Context: an optimization exercise on an open-source flow, tuned for small area, a short achievable clock period and few clock cycles per item. The choices shown serve that exercise and are no tape-out recipe.
At most, simulation tests tie the RTL to the original design; equivalence was not proved.
The RTL of run 1 was laid out without a check of its function.

==> flow/design.v (outline; a module is shown in full before it is edited, if it fits) <==
// module Exp: 27 lines
// module sq32: 746 lines
// module mul32: 883 lines
// module fa: 4 lines
// module ha: 4 lines
module Exp(
    input clk,
    input rst,
    input [31:0] x,
    input [31:0] n,
    output [31:0] res,
    output done
);
  // ...
==> flow/run.sh <==
#!/bin/bash
# synth_recipe.tcl (not shown) runs the flow's synth.tcl, then flattens the netlist and writes it again
# the make line also repeats each setting of config.mk as NAME=value (left out here)
make -C /OpenROAD-flow-scripts/flow DESIGN_CONFIG=/design/flow/config.mk WORK_HOME=/design/flow/orfs CLKGATE_MAP_FILE= SYNTH_SCRIPT=/design/flow/synth_recipe.tcl finish
==> flow/config.mk <==
export PLATFORM = sky130hd
export DESIGN_NAME = Exp
export DESIGN_NICKNAME = Exp
export VERILOG_FILES = /design/flow/design.v
export SDC_FILE = /design/flow/constraint.sdc
export NUM_CORES = 4
export LEC_CHECK = 0
export CAP_MARGIN = 20
export CORE_MARGIN = 2
export CORE_UTILIZATION = 45
export PLACE_DENSITY = 0.6
export SETUP_SLACK_MARGIN = 3
export SLEW_MARGIN = 20
export SYNTH_HIERARCHICAL = 1
==> flow/constraint.sdc <==
create_clock -name core_clock -period 10.0 [get_ports {clk}]
set_input_delay 2.0000 -clock core_clock [delete_from_list [all_inputs] [get_ports {clk}]]
set_output_delay 2.0000 -clock core_clock [all_outputs]
set_load 0.01 [all_outputs]
==> summary.txt, run 1 <==
run status=timing/DRC/antenna clean; GR Util met3=4.75%; Crit path required time=a little over 10,000 ps; final hold slack=a little under 500 ps; layout cells sized above 1=a little under a tenth; hold_sp=m[1]$_DFF_P_; Max Slew Vio Count=0; Max Buffers Root-to-Sink=2; routed length on met2=33,500 microns; DIE WIDTH=roughly 220 microns; Syn Nets=between 2,000 and 3,000; Post-Layout Cell Count=between 2,000 and 3,000; dpl cells=2,903; area delta synth->final=10.1%; Ports=between 90 and 100; Total GRT Usage=between 20% and 30%; Routed Antenna Nets=0; via count=about 18,000; FFs & Latches=94; Die Footprint=around 50,000 sq um; # Taps=~620; Hold Crit Depth=1; Num Clock Sinks=94; met1 global-route usage=roughly two fifths; CP max FO=23
==> module Exp, before the edit <==
module Exp(
    input clk,
    input rst,
    input [31:0] x,
    input [31:0] n,
    output [31:0] res,
    output done
);
    reg [31:0] b, r, m;
    wire [31:0] bq = {b[31:2], 1'b0, b[0]};
    wire [31:0] sq_in = rst ? x : bq;
    wire [31:0] sq, pr;
    sq32 u_sq (.a(sq_in), .y(sq));
    mul32 u_mul (.a(r), .b(bq), .y(pr));
    assign res = r;
    assign done = ~|m;
    always @(posedge clk) begin
        b <= sq;
        if (rst) begin
            r <= n[0] ? x : 32'd1;
            m <= n >> 1;
        end else begin
            if (m[0]) r <= pr;
            m <= m >> 1;
        end
    end
endmodule
==> inputs of run 2 (changes only) <==
--- a/flow/design.v
+++ b/flow/design.v
@@ -12,5 +12,6 @@
     wire [31:0] sq, pr;
     sq32 u_sq (.a(sq_in), .y(sq));
-    mul32 u_mul (.a(r), .b(bq), .y(pr));
+    wire [31:0] bm = m[0] ? bq : 32'd1;
+    mul32 u_mul (.a(r), .b(bm), .y(pr));
     assign res = r;
     assign done = ~|m;
@@ -21,5 +22,5 @@
             m <= n >> 1;
         end else begin
-            if (m[0]) r <= pr;
+            r <= pr;
             m <= m >> 1;
         end
--- a/flow/config.mk
+++ b/flow/config.mk
@@ -6,4 +6,5 @@
 export NUM_CORES = 4
 export LEC_CHECK = 0
+export ABC_CLOCK_PERIOD_IN_PS = 2500
 export CAP_MARGIN = 20
 export CORE_MARGIN = 2
==> run 2 against run 1 <==
  * Still clean
  * Sequential share of layout area down 1.2 points
  * Register-to-register slack better by 230 ps
  * Routed wire length up 1.1%
  * Clock-buffer cell count down 1
  * Critical path depth unchanged
  * Sequential cell count unchanged
  * Largest cell class unchanged
==> summary.txt, run 2 <==
DR pass1 iterations=7; CP max FO=9 (-61%); commonest cells after routing, fill and taps aside=366 x fa_1, 312 x nand2_1, 204 x xnor2_1; port bufs=98; post-route DRC violation count=0; actual slew at the worst max-slew pin=~1200 ps; max reg flops=32; Ports=99 (unchanged); post-DR wirelength/cell=24.4 microns; Max Buffers Root-to-Sink=2 (unchanged); Worst Path Class, Setup=input pin to flop; commonest non-fill, non-tap cell in the layout=fa_1; Max Slew Vio Count=0 (unchanged); DIE WIDTH=223 microns (-0.30%); CTS tree=built; cells after synthesis=~2,300; hold_sp=m[19]$_DFF_P_; HP Class=flop to flop; CTS root buf=clkbuf_16; Syn Nets=2,899 (+0.76%); hold buffer count at cts=0; CP Capture Type=flop; setup violators final=0; Buf+Inv Stages, Crit Path=1; number of synthesis warnings=7; Hold Crit Depth=1 (unchanged); Routed Antenna Nets=0 (unchanged); setup_tns=0 ps; Data arrival, critical path=roughly 7000 ps; Final HPWL DP=50,500 microns; gpl congestion=0.941; Starting Density=between 40% and 50%; most frequent CP cell=fa_1; Worst slew margin=between 10% and 20%; final design utilization=about 50%; crit start category=input pin; H-tree levels=3; R2R depth=20; first-pass GRT wire length=between 100,000 and 150,000 microns; number of buffers created by CTS=9; Die Footprint=49,900 sq um (-0.60%); Num Clock Sinks=94 (unchanged); reg2reg end=r[29]$_DFF_P_; std cell rows=80; routed vias/inst=a little under 6; RSZ-0062 raised after global routing=no; Post-Syn Area=between 20,000 and 25,000 sq um; Fmax=~150 MHz; Total GRT Usage=28.9% (+0.38 points); core area=47,600 sq um; Final Hold Violating Endpoints=0; Nets=just under 3,000; Hold EP=m[18]$_DFF_P_; First DRT Iteration DRCs=between 1,000 and 1,500; crit path cell chain=clkdlybuf4s50_1 -> mux2_2 -> nand2_1 -> fa_1 -> fa_1 -> fa_1 -> fa_1 -> fa_1 -> ha_1 -> nand2_1 -> nor2_1 -> a221oi_2 -> o21ai_1 -> a211o_1 -> a221oi_2 -> xnor2_1; slowest stage cell, crit path=clkdlybuf4s50_1; layout cells sized above 1=8.71% (-0.52 points); initial antenna violation count=3; Largest stage delay, worst path=between 500 and 600 ps; total gr overflow=0; via count=17,600 (+0.085%); # Max-Cap Violations=0; Crit path required time=10,240 ps (about the same); crit share post-route=68.6%; run status=timing/DRC/antenna clean; min cycle time layout=between 6000 and 7000 ps; largest net degree at the start of global routing=between 60 and 70; area delta synth->final=9.45%; number of global-route vias before repair=between 15,000 and 20,000; largest registers=r x32, b x31, m x31; most flop-heavy register=r; clock skew=around 9 ps; clock latency (worst-skew pair)=roughly 350 ps; final WL=72,300 microns; Syn Area/Cell=slightly above 9 sq um; Die Y=roughly 220 microns; Worst R2R Start=m[0]$_DFF_P_; clk slew on worst S/H paths=roughly 80 ps; cell family with the largest share of critical-path delay=adder cells
run 2: worst max-delay path by stage:
| stage | start | end | slack [ps] | depth (start not counted) |
|---|---|---|---|---|
| after CTS | rst | b[31]$_DFF_P_ | 3000 | 16 |
| after global routing | x[16] | b[31]$_DFF_P_ | 3020 | 18 |
| after global placement | m[0]$_DFF_P_ | r[31]$_DFF_P_ | 1870 | 19 |
| after floorplan | rst | b[30]$_DFF_P_ | 3010 | 20 |
| final | x[22] | b[31]$_DFF_P_ | 3140 | 16 |
| after detailed placement | rst | b[31]$_DFF_P_ | 2180 | 17 |
run 2: repair_timing:
action / 4_1_cts / 5_1_grt
resized for setup: 20 / 26
cloned: 0 / 6
setup endpoints to repair: 20 / 14
setup buffers: 1 / 30
pin swaps: 1 / 2
run 2: per-stage QoR:
stage | instance area [sq um] | instances | hold WS, ps | setup slack [ps]
floorplan | 21700 | 2340 | 459 | 3010
finish | 23700 | 2960 | 486 | 3140
global route | 23700 | 2960 | 507 | 3020
CTS | 23300 | 2922 | 488 | 3000
global placement | 22900 | 2905 | 467 | 1870
detailed placement | 22900 | 2905 | 468 | 2180
run 2: routing by layer:
layer  track usage, %  routed length (microns)
met4             11.5                     2950
met5                0                        8
met2             46.3                    33300
met1             38.6                    30100
met3             5.69                     5900
run 2: layout make-up:
cell class              instances  area (sq um)
clock buffers                   9           225
fillers                      4564         23900
clock inverters                 7          75.1
inverters                     171           651
multi-input cells            1899         18600
flip-flops and latches         94          1890
diodes                          2          5.00
repair buffers                163          1530
well taps                     615           769
run 2: worst register-to-register path: cells and delay by family (launching register included):
family | cells | cell delay [ps]
adders and majority gates | 7 | 2970
xor gates and xnor gates | 2 | 470
and+or+nand+nor | 3 | 850
AOI/OAI and AO/OA | 6 | 1390
DFF | 1 | 510
buffers and inverters | 2 | 330
Testbench counts of run 2, summed over its fixed seeds: cycles 6,076, items 384.
==> inputs of run 3 (changes only) <==
--- a/flow/config.mk
+++ b/flow/config.mk
@@ -6,5 +6,4 @@
 export NUM_CORES = 4
 export LEC_CHECK = 0
-export ABC_CLOCK_PERIOD_IN_PS = 2500
 export CAP_MARGIN = 20
 export CORE_MARGIN = 2
==> run 3 against run 2 <==
  * Global-route usage stayed put
  * Via count did not move
  * Critical endpoint unchanged
  * Largest cell class unchanged
==> summary.txt, run 3 <==
Layout fillers=4,564 (unchanged); core area=47,600 sq um (unchanged); number of global-route vias before repair=18,600 (unchanged); max reg flops=32 (unchanged); initial antenna violation count=3 (unchanged); crit path cell chain=clkdlybuf4s50_1 -> mux2_2 -> nand2_1 -> fa_1 -> fa_1 -> fa_1 -> fa_1 -> fa_1 -> ha_1 -> nand2_1 -> nor2_1 -> a221oi_2 -> o21ai_1 -> a211o_1 -> a221oi_2 -> xnor2_1; commonest cells after routing, fill and taps aside=366 x fa_1, 312 x nand2_1, 204 x xnor2_1; HP Class=flop to flop; Post-Layout Cell Count=2,960 (unchanged); actual slew at the worst max-slew pin=1220 ps (unchanged); gpl congestion=0.941 (unchanged); via count=17,600 (unchanged); CP Capture Type=flop; post-route DRC violation count=0 (unchanged); DIE WIDTH=223 microns (unchanged); Worst slew margin=18.7% (unchanged); Ports=99 (unchanged); setup violators final=0 (unchanged); most frequent CP cell=fa_1; cells after synthesis=2,340 (unchanged); H-tree levels=3 (unchanged); Syn Nets=2,899 (unchanged); crit share post-route=68.6% (unchanged); # Max-Cap Violations=0 (unchanged); Max Slew Vio Count=0 (unchanged); first-pass GRT wire length=110,000 microns (unchanged); Data arrival, critical path=7100 ps (about the same); Worst Path Class, Setup=input pin to flop; CTS tree=built; largest net degree at the start of global routing=67 (unchanged); Routed Antenna Nets=0 (unchanged); most flop-heavy register=r; routed vias/inst=5.95 (unchanged); min cycle time layout=6860 ps (unchanged); CTS root buf=clkbuf_16; Syn Area/Cell=9.26 sq um (unchanged); Total GRT Usage=28.9% (unchanged); Largest stage delay, worst path=580 ps (about the same); port bufs=98 (unchanged); crit start category=input pin; Post-Syn Area=21,700 sq um (unchanged); Die Footprint=49,900 sq um (unchanged); final hold slack=486 ps (unchanged); hold buffer count at cts=0 (unchanged); run status=timing/DRC/antenna clean; Num Clock Sinks=94 (unchanged); First DRT Iteration DRCs=1,457 (unchanged); std cell rows=80 (unchanged); Max Buffers Root-to-Sink=2 (unchanged); dpl cells=2,905 (unchanged); Die Y=223 microns (unchanged); final WL=72,300 microns (unchanged); cell family with the largest share of critical-path delay=adder cells; commonest non-fill, non-tap cell in the layout=fa_1; area delta synth->final=9.45% (unchanged); clock latency (worst-skew pair)=350 ps (about the same); Final Hold Violating Endpoints=0 (unchanged); Buf+Inv Stages, Crit Path=1 (unchanged); setup_tns=0 ps (unchanged); layout cells sized above 1=8.71% (unchanged); Starting Density=45.5% (unchanged); Final HPWL DP=50,500 microns (unchanged); Fmax=146 MHz (unchanged); post-DR wirelength/cell=24.4 microns (unchanged); Crit path required time=10,240 ps (about the same); clk slew on worst S/H paths=80 ps (about the same); CP max FO=9 (unchanged); slowest stage cell, crit path=clkdlybuf4s50_1; total gr overflow=0 (unchanged); RSZ-0062 raised after global routing=no; DR pass1 iterations=7 (unchanged); number of buffers created by CTS=9 (unchanged); number of synthesis warnings=7 (unchanged); largest registers=r x32, b x31, m x31; clock skew=9.12 ps (unchanged); Nets=2,897 (unchanged)
==> run 3: worst paths after layout <==
kind              depth (start not counted)       endpoint          start
hold reg to reg                           1  m[18]$_DFF_P_  m[19]$_DFF_P_
setup / recovery                         16  b[31]$_DFF_P_          x[22]
hold / removal                            1  m[18]$_DFF_P_  m[19]$_DFF_P_
setup reg to reg                         20  r[29]$_DFF_P_   m[0]$_DFF_P_
==> run 3: metrics by stage <==
stage | area [sq um] | utilization [%] | setup slack (ps)
3_3_place_gp | 22900 | 48.1 | 1870
2_1_floorplan | 21700 | - | 3010
5_1_grt | 23700 | 49.8 | 3020
4_1_cts | 23300 | 48.9 | 3000
3_5_place_dp | 22900 | 48.1 | 2180
6_report | 23700 | 49.8 | 3140
==> run 3: area by class of cell <==
class / count / area, sq um / area share, %
clock buffers: 9 / 225 / 0.950
clock inverters: 7 / 75.1 / 0.317
repair buffers: 163 / 1530 / 6.47
flip-flops and latches: 94 / 1890 / 7.96
multi-input cells: 1899 / 18600 / 78.3
inverters: 171 / 651 / 2.74
diodes: 2 / 5.00 / 0.0211
well taps: 615 / 769 / 3.24
==> run 3: routing by layer <==
metal | global-route usage, % | share of wire [%] | up-vias
met4 | 11.5 | 4.1 | 2
met2 | 46.3 | 46 | 886
met3 | 5.69 | 8.2 | 174
met1 | 38.6 | 42 | 8861
met5 | 0 | 0.011 | -
li1 | - | - | 7682
==> run 3: repair_timing <==
item | 4_1_cts | 5_1_grt
setup endpoints to repair | 20 | 14
hold endpoints to repair | 0 | 0
setup buffers | 1 | 30
pin swaps | 1 | 2
gates cloned | 0 | 6
resized for setup | 20 | 26
==> inputs of run 4 (changes only) <==
--- a/flow/config.mk
+++ b/flow/config.mk
@@ -10,5 +10,5 @@
 export CORE_UTILIZATION = 45
 export PLACE_DENSITY = 0.6
-export SETUP_SLACK_MARGIN = 3
+export SETUP_SLACK_MARGIN = 3.5
 export SLEW_MARGIN = 20
 export SYNTH_HIERARCHICAL = 1
==> run 4 against run 3 <==
  * Via count rose by 3.7%
  * Critical path depth rose by 3
  * Still clean
  * Clock skew rose by 0.82 ps
  * Cell count rose by 3.3%
  * Hold slack improved by 1.0 ps
  * Routed wire length rose by 6.2%
==> summary.txt, run 4 <==
actual slew at the worst max-slew pin=1180 ps (-36.0 ps); via count=18,300 (+3.7%); H-tree levels=3 (unchanged); CTS tree=built; post-DR wirelength/cell=25.1 microns (+2.7%); met2 Use GR=49.5% (+3.2 points); Final Cell Area=24,800 sq um (+4.7%); Worst path depth=19 (+3); final hold slack=487 ps (+1.01 ps); std cell rows=80 (unchanged); slowest stage cell, crit path=fa_1; Worst R2R Start=m[0]$_DFF_P_; Worst Setup SP=rst; Nets=2,994 (+3.3%); clock latency (worst-skew pair)=360 ps (about the same); total gr overflow=0 (unchanged); end of the critical path=b[31]$_DFF_P_; Post-DP Area=23,000 sq um (+0.58%); most frequent CP cell=fa_1; Buf+Inv Stages, Crit Path=3 (+2); largest registers=r x32, b x31, m x31; Syn Area/Cell=9.26 sq um (unchanged); Num Clock Sinks=94 (unchanged); hold_sp=m[21]$_DFF_P_; crit start category=input pin; Worst Path Class, Setup=input pin to flop; First DRT Iteration DRCs=1,944 (+33%); cell family with the largest share of critical-path delay=adder cells; port bufs=98 (unchanged); commonest cells after routing, fill and taps aside=355 x fa_1, 306 x nand2_1, 204 x xnor2_1; RSZ-0062 raised after global routing=yes; routed vias/inst=5.97 (+0.38%); Data arrival, critical path=6810 ps (-290 ps); post-route DRC violation count=0 (unchanged); Final HPWL DP=50,700 microns (+0.34%); # Max-Cap Violations=0 (unchanged); crit share post-route=65.3% (-3.4 points); CTS root buf=clkbuf_16; Post-Syn Area=21,700 sq um (unchanged); number of buffers created by CTS=9 (unchanged); Die Y=223 microns (unchanged); gpl congestion=0.932 (-0.90%); number of synthesis warnings=7 (unchanged); clock skew=9.94 ps (+0.819 ps); DR pass1 iterations=9 (+2); cells after synthesis=2,340 (unchanged); first-pass GRT wire length=117,000 microns (+6.4%); CP max FO=8 (-1); layout cells sized above 1=14.9% (+6.2 points); reg2reg end=r[30]$_DFF_P_; Final Hold Violating Endpoints=0 (unchanged); met1 global-route usage=40.3% (+1.7 points); Crit path required time=10,290 ps (+50 ps); Routed Antenna Nets=0 (unchanged); Total GRT Usage=31.0% (+2.1 points); layer with the highest usage=met2; Fmax=153 MHz (+5.2%); crit path cell chain=buf_16 -> buf_4 -> mux2_4 -> and2_1 -> ha_1 -> inv_2 -> fa_2 -> fa_1 -> fa_1 -> fa_1 -> ha_4 -> o21a_1 -> nor2_2 -> nor2_1 -> a221oi_2 -> o21ai_2 -> a211o_1 -> a221oi_4 -> xnor2_1; setup_tns=0 ps (unchanged); core area=47,600 sq um (unchanged); Ports=99 (unchanged); CP Capture Type=flop; clk slew on worst S/H paths=70 ps (about the same); Max Buffers Root-to-Sink=2 (unchanged); largest net degree at the start of global routing=61 (-9.0%); number of global-route vias before repair=19,100 (+3.1%); DIE WIDTH=223 microns (unchanged); Largest stage delay, worst path=610 ps (+30 ps); most flop-heavy register=r; commonest non-fill, non-tap cell in the layout=fa_1; run status=timing/DRC/antenna clean; area delta synth->final=14.6%; Worst slew margin=20.7% (+2.0 points); HP Class=flop to flop; hold buffer count at cts=0 (unchanged); Die Footprint=49,900 sq um (unchanged); setup violators final=0 (unchanged); Starting Density=45.5% (unchanged); min cycle time layout=6530 ps (-339 ps); R2R depth=20 (unchanged); Syn Nets=2,899 (unchanged); GR Util met3=7.44% (+1.8 points); initial antenna violation count=3 (unchanged); Max Slew Vio Count=0 (unchanged); max reg flops=32 (unchanged); final WL=76,700 microns (+6.2%)
[run 4: repair_timing]
action | 4_1_cts | 5_1_grt
buffers inserted | 66 | 44
pin swaps | 9 | 29
gates cloned | 18 | 2
endpoints found under the setup margin | 30 | 15
gates resized for setup | 84 | 76
[run 4: worst min path at each step]
stage                     to  cells after the start
5_1_grt        m[15]$_DFF_P_                      1
3_3_place_gp   m[20]$_DFF_P_                      1
2_1_floorplan   m[1]$_DFF_P_                      1
6_report       m[20]$_DFF_P_                      1
4_1_cts        m[11]$_DFF_P_                      1
3_5_place_dp   m[11]$_DFF_P_                      1
[run 4: layout make-up]
class / instances / area (sq um)
antenna: 4 / 10.0
inverter: 171 / 658
multi-input combinational: 1911 / 19000
sequential: 94 / 1890
clock buffer: 9 / 225
clock inverter: 7 / 67.6
fill: 4398 / 22800
timing repair buffer: 248 / 2210
tap: 615 / 769
[run 4: per-layer routing]
| layer | share of wire (%) | vias up |
|---|---|---|
| met4 | 4.7 | 2 |
| met3 | 10 | 228 |
| met5 | 0.017 | - |
| met1 | 40 | 9065 |
| met2 | 45 | 1059 |
| li1 | - | 7909 |
[run 4: stage by stage]
step                      worst slack [ps]  utilization (%)  instances
after floorplan                       3240                -       2340
after global placement                2300             48.4       2909
after detailed placement              2170             48.4       2909
after CTS                             3420             51.1       3009
after global routing                  3350             52.1       3057
final                                 3470             52.1       3059

==> what the ideal ports hide <==
Ports are ideal in the flow. The routed layouts listed here were re-timed in OpenROAD. Step 1 sets driving cells, clkbuf_16 on the clock port and buf_2 on the other inputs (assumed; they add their load-dependent delay and slew). Step 2 adds t to the input delays and takes it off the output delays; t is the mean of the earliest and latest rising clock arrival at the registers after step 1. Input paths then give back, and output paths get back, about the clock's delay inside the block. a / b / c = no drivers / after step 1 / after step 2; a / b = the first two.
| run | shift t [ns] | slack for setup (ns) | clock arrival spread, ns | pins driven straight from the clock port |
|---|---|---|---|---|
| run 1 | 0.406 | 3.119 / 3.135 / 2.729 | 0.016 / 0.016 | 1 |
| run 2 | 0.389 | 3.136 / 3.154 / 2.765 | 0.012 / 0.012 | 1 |
| run 3 | 0.389 | 3.136 / 3.154 / 2.765 | 0.012 / 0.012 | 1 |
| run 4 | 0.399 | 3.474 / 3.248 / 2.849 | 0.011 / 0.010 | 1 |
After both steps every run listed still meets setup and hold. For run 4, which loses most, drivers alone change the setup slack by -0.226 ns; drivers and shift together by -0.625 ns.
